This is an optimization exercise on Yosys and OpenROAD, whose aim is small area, a short achievable clock period and few clock cycles, not a production implementation.
Only simulation tests tie the RTL to the original design; equivalence was not proved.

==> run X <==
==> flow/design.v <==
`timescale 1ns / 1ps
module Gcd(
	input [15:0] d1,
	input [15:0] d2,
	input clk,
	input rst,
	input start,
	output ready,
	output [15:0] gcd,
	output finished_flag
);
reg [15:0] a;
reg [15:0] b;
reg        busy;
function [15:0] pfx;
	input [15:0] v;
	integer l, i;
	begin
		pfx = v;
		for (l = 0; l < 4; l = l + 1)
			for (i = 0; i < 16; i = i + 1)
				if ((i >> l) & 1)
					pfx[i] = pfx[i] | pfx[((i >> l) << l) - 1];
	end
endfunction
function [3:0] enc;
	input [15:0] h;
	begin
		enc[0] = |(h & 16'hAAAA);
		enc[1] = |(h & 16'hCCCC);
		enc[2] = |(h & 16'hF0F0);
		enc[3] = |(h & 16'hFF00);
	end
endfunction
wire [15:0] axb = a ^ b;
wire [15:0] p   = a | b;
wire [15:0] pp  = pfx(p);
wire [15:0] px  = pfx(axb);
wire done = ~px[15] | ~|a | ~|b;
assign ready         = ~busy | done;
assign finished_flag = busy & done;
assign gcd           = a | b;
wire [15:0] lo = p & ~{pp[14:0], 1'b0};      
wire [15:0] lx = axb & ~{px[14:0], 1'b0};    
wire b_even = ~|(b & lo);                    
wire [3:0] sd = enc(lx) - enc(lo);
wire [2:0] s  = sd[3] ? 3'd7 : sd[2:0];
reg [15:0] cg, cp;
integer li, ii;
always @* begin
	cg = a & ~b;
	cp = ~axb;
	cg[0] = cg[0] | cp[0];    
	for (li = 0; li < 4; li = li + 1)
		for (ii = (2 << li) - 1; ii < 16; ii = ii + (2 << li)) begin
			cg[ii] = cg[ii] | (cp[ii] & cg[ii - (1 << li)]);
			cp[ii] = cp[ii] & cp[ii - (1 << li)];
		end
	for (li = 2; li >= 0; li = li - 1)
		for (ii = 3 * (1 << li) - 1; ii < 16; ii = ii + (2 << li)) begin
			cg[ii] = cg[ii] | (cp[ii] & cg[ii - (1 << li)]);
			cp[ii] = cp[ii] & cp[ii - (1 << li)];
		end
end
wire [15:0] dab    = ~axb ^ {cg[14:0], 1'b1};
wire        a_lt_b = ~cg[15];
wire [15:0] dabs   = dab ^ ({px[14:0], 1'b0} & {16{a_lt_b}});
wire [15:0] a_step   = dabs >> s;
wire        b_take_a = b_even | a_lt_b;
always @(posedge clk) begin
	if (ready) begin
		a <= d1;
		b <= d2;
	end else begin
		a <= a_step;
		if (b_take_a)
			b <= a;
	end
	if (~rst)
		busy <= 1'b0;
	else if (ready)
		busy <= start;
end
endmodule
==> flow/flow/run.sh <==
#!/bin/bash
# Standard layout, except:
# - synthesis leaves the adder cells (fa/ha) to abc instead of mapping them
#   first (ADDER_MAP_FILE empty), and abc runs flow/abc.script: ORFS's area
#   script without its final upsize/dnsize passes (the layout's own repair
#   sizes the cells);
# - the port buffers are sky130_fd_sc_hd__buf_2 instead of the cell
#   buffer_ports picks by itself (clkdlybuf4s50_1).
set -euo pipefail
here=$PWD
cat > my_synth.tcl <<TCL
proc abc {args} {
  set i [lsearch -exact \$args -script]
  if {\$i >= 0} { lset args [expr {\$i + 1}] $here/flow/abc.script }
  puts "abc with script $here/flow/abc.script"
  yosys abc {*}\$args
}
TCL
cat synth_recipe.tcl >> my_synth.tcl
bash standard.sh ADDER_MAP_FILE= SYNTH_SCRIPT=$here/my_synth.tcl synth > synth.log 2>&1
bash standard.sh "BUFFER_PORTS_ARGS=-buffer_cell sky130_fd_sc_hd__buf_2" > layout.log 2>&1
==> flow/flow/abc.script <==
strash
dch
map -B 0.9
==> flow/standard.sh <==
#!/bin/bash
# synth_recipe.tcl (not shown) runs the flow's synth.tcl, then flattens the netlist and writes it again
# the make line also repeats each setting of config.mk as NAME=value (left out here)
make -C /OpenROAD-flow-scripts/flow DESIGN_CONFIG=/design/flow/config.mk WORK_HOME=/design/flow/orfs CLKGATE_MAP_FILE= SYNTH_SCRIPT=/design/flow/synth_recipe.tcl "${@:-finish}"
==> flow/config.mk <==
export PLATFORM = sky130hd
export DESIGN_NAME = Gcd
export DESIGN_NICKNAME = Gcd
export VERILOG_FILES = /design/flow/design.v
export SDC_FILE = /design/flow/constraint.sdc
export NUM_CORES = 4
export LEC_CHECK = 0
export ABC_AREA = 1
export CAP_MARGIN = 20
export CORE_MARGIN = 2
export CORE_UTILIZATION = 40
export PLACE_DENSITY = 0.6
export SETUP_SLACK_MARGIN = 1.2
export SLEW_MARGIN = 20
==> flow/constraint.sdc <==
create_clock -name core_clock -period 4.5 [get_ports {clk}]
set_input_delay 0.9000 -clock core_clock [delete_from_list [all_inputs] [get_ports {clk}]]
set_output_delay 0.9000 -clock core_clock [all_outputs]
set_load 0.01 [all_outputs]
==> run R (differences from run X) <==
--- a/flow/design.v
+++ b/flow/design.v
@@ -45,4 +45,3 @@
 wire b_even = ~|(b & lo);                    
-wire [3:0] sd = enc(lx) - enc(lo);
-wire [2:0] s  = sd[3] ? 3'd7 : sd[2:0];
+wire [3:0] s = enc(lx) - enc(lo);
 reg [15:0] cg, cp;
==> flow/flow/run.sh (replaced) <==
#!/bin/bash
# Standard layout, except that synthesis leaves the adder cells (fa/ha) to
# abc instead of mapping them first (ADDER_MAP_FILE empty).
set -euo pipefail
bash standard.sh ADDER_MAP_FILE= synth > synth.log 2>&1
bash standard.sh > layout.log 2>&1
Settings changed: SETUP_SLACK_MARGIN 1.2 to 2.0.
removed: flow/flow/abc.script
==> qor summary <==
Outcome: run X complete, no violations; run R complete, no violations
Start point of the worst min-delay path: run X a[6]$_DFF_P_; run R a[11]$_DFF_P_
Number of cell rows: run X 33; run R 36
Share of the final layout cell area in sequential cells: run X 0.191; run R 0.124
Final estimated routing congestion in global placement: run X 0.976; run R 0.936
Largest net degree at the start of global routing: run X 30; run R 49
RSZ-0062 raised after global routing: run X no; run R yes
Met3 routing resource usage after global routing: run X 0.0332; run R 0.0390
Synth top area share: run X 0.215; run R 0.245
Syn Area/Cell: run X 5.53 µm²; run R 5.69 µm²
Die Outline Area: run X 9390 µm²; run R 10700 µm²
Unique cell type count in the Yosys netlist: run X 24; run R 43
Synth Cell Area: run X 3450 µm²; run R 3940 µm²
Clock buf/inv share: run X 0.0210; run R 0.0200
Total global routing track utilization: run X 0.263; run R 0.298
Wire length of the first global-routing pass: run X 20000 µm; run R 24400 µm
Setup slack of the most critical reg-to-reg path: run X 1440 ps; run R 1650 ps
Layout Area Growth over Synthesis: run X 25.7%; run R 70.1%
Post-layout net count: run X 746; run R 872
Synth Area in Simple Gates: run X 0.522; run R 0.585
Testbench counts of run X, summed over its fixed seeds: cycles 22,013.
Testbench counts of run R, summed over its fixed seeds: cycles 21,896.

separate check: timing with driven ports:
No port has a modelled driver above. Below, the same layouts with a new extraction and two added sets of constraints.
Step 1: set_driving_cell puts a clkbuf_16 on clk and a buf_2 on each other input, an assumption about the parent block.
Step 2 moves the port delays by t, midway between the first and last clock arrival at a register: inputs arrive t later, outputs are due t later. That takes back most of the time a late clock gives input paths.
Three values: ideal ports, drivers, drivers and shift; two values: the first two.
| run | t (ns) | setup slack, ns | worst data-port slew with drivers (ns) |
|---|---|---|---|
| run X | 0.321 | 1.403 / 1.375 / 1.438 | 0.05 |
| run R | 0.336 | 1.631 / 1.597 / 1.653 | 0.04 |
After both steps setup and hold are still met in every run listed.
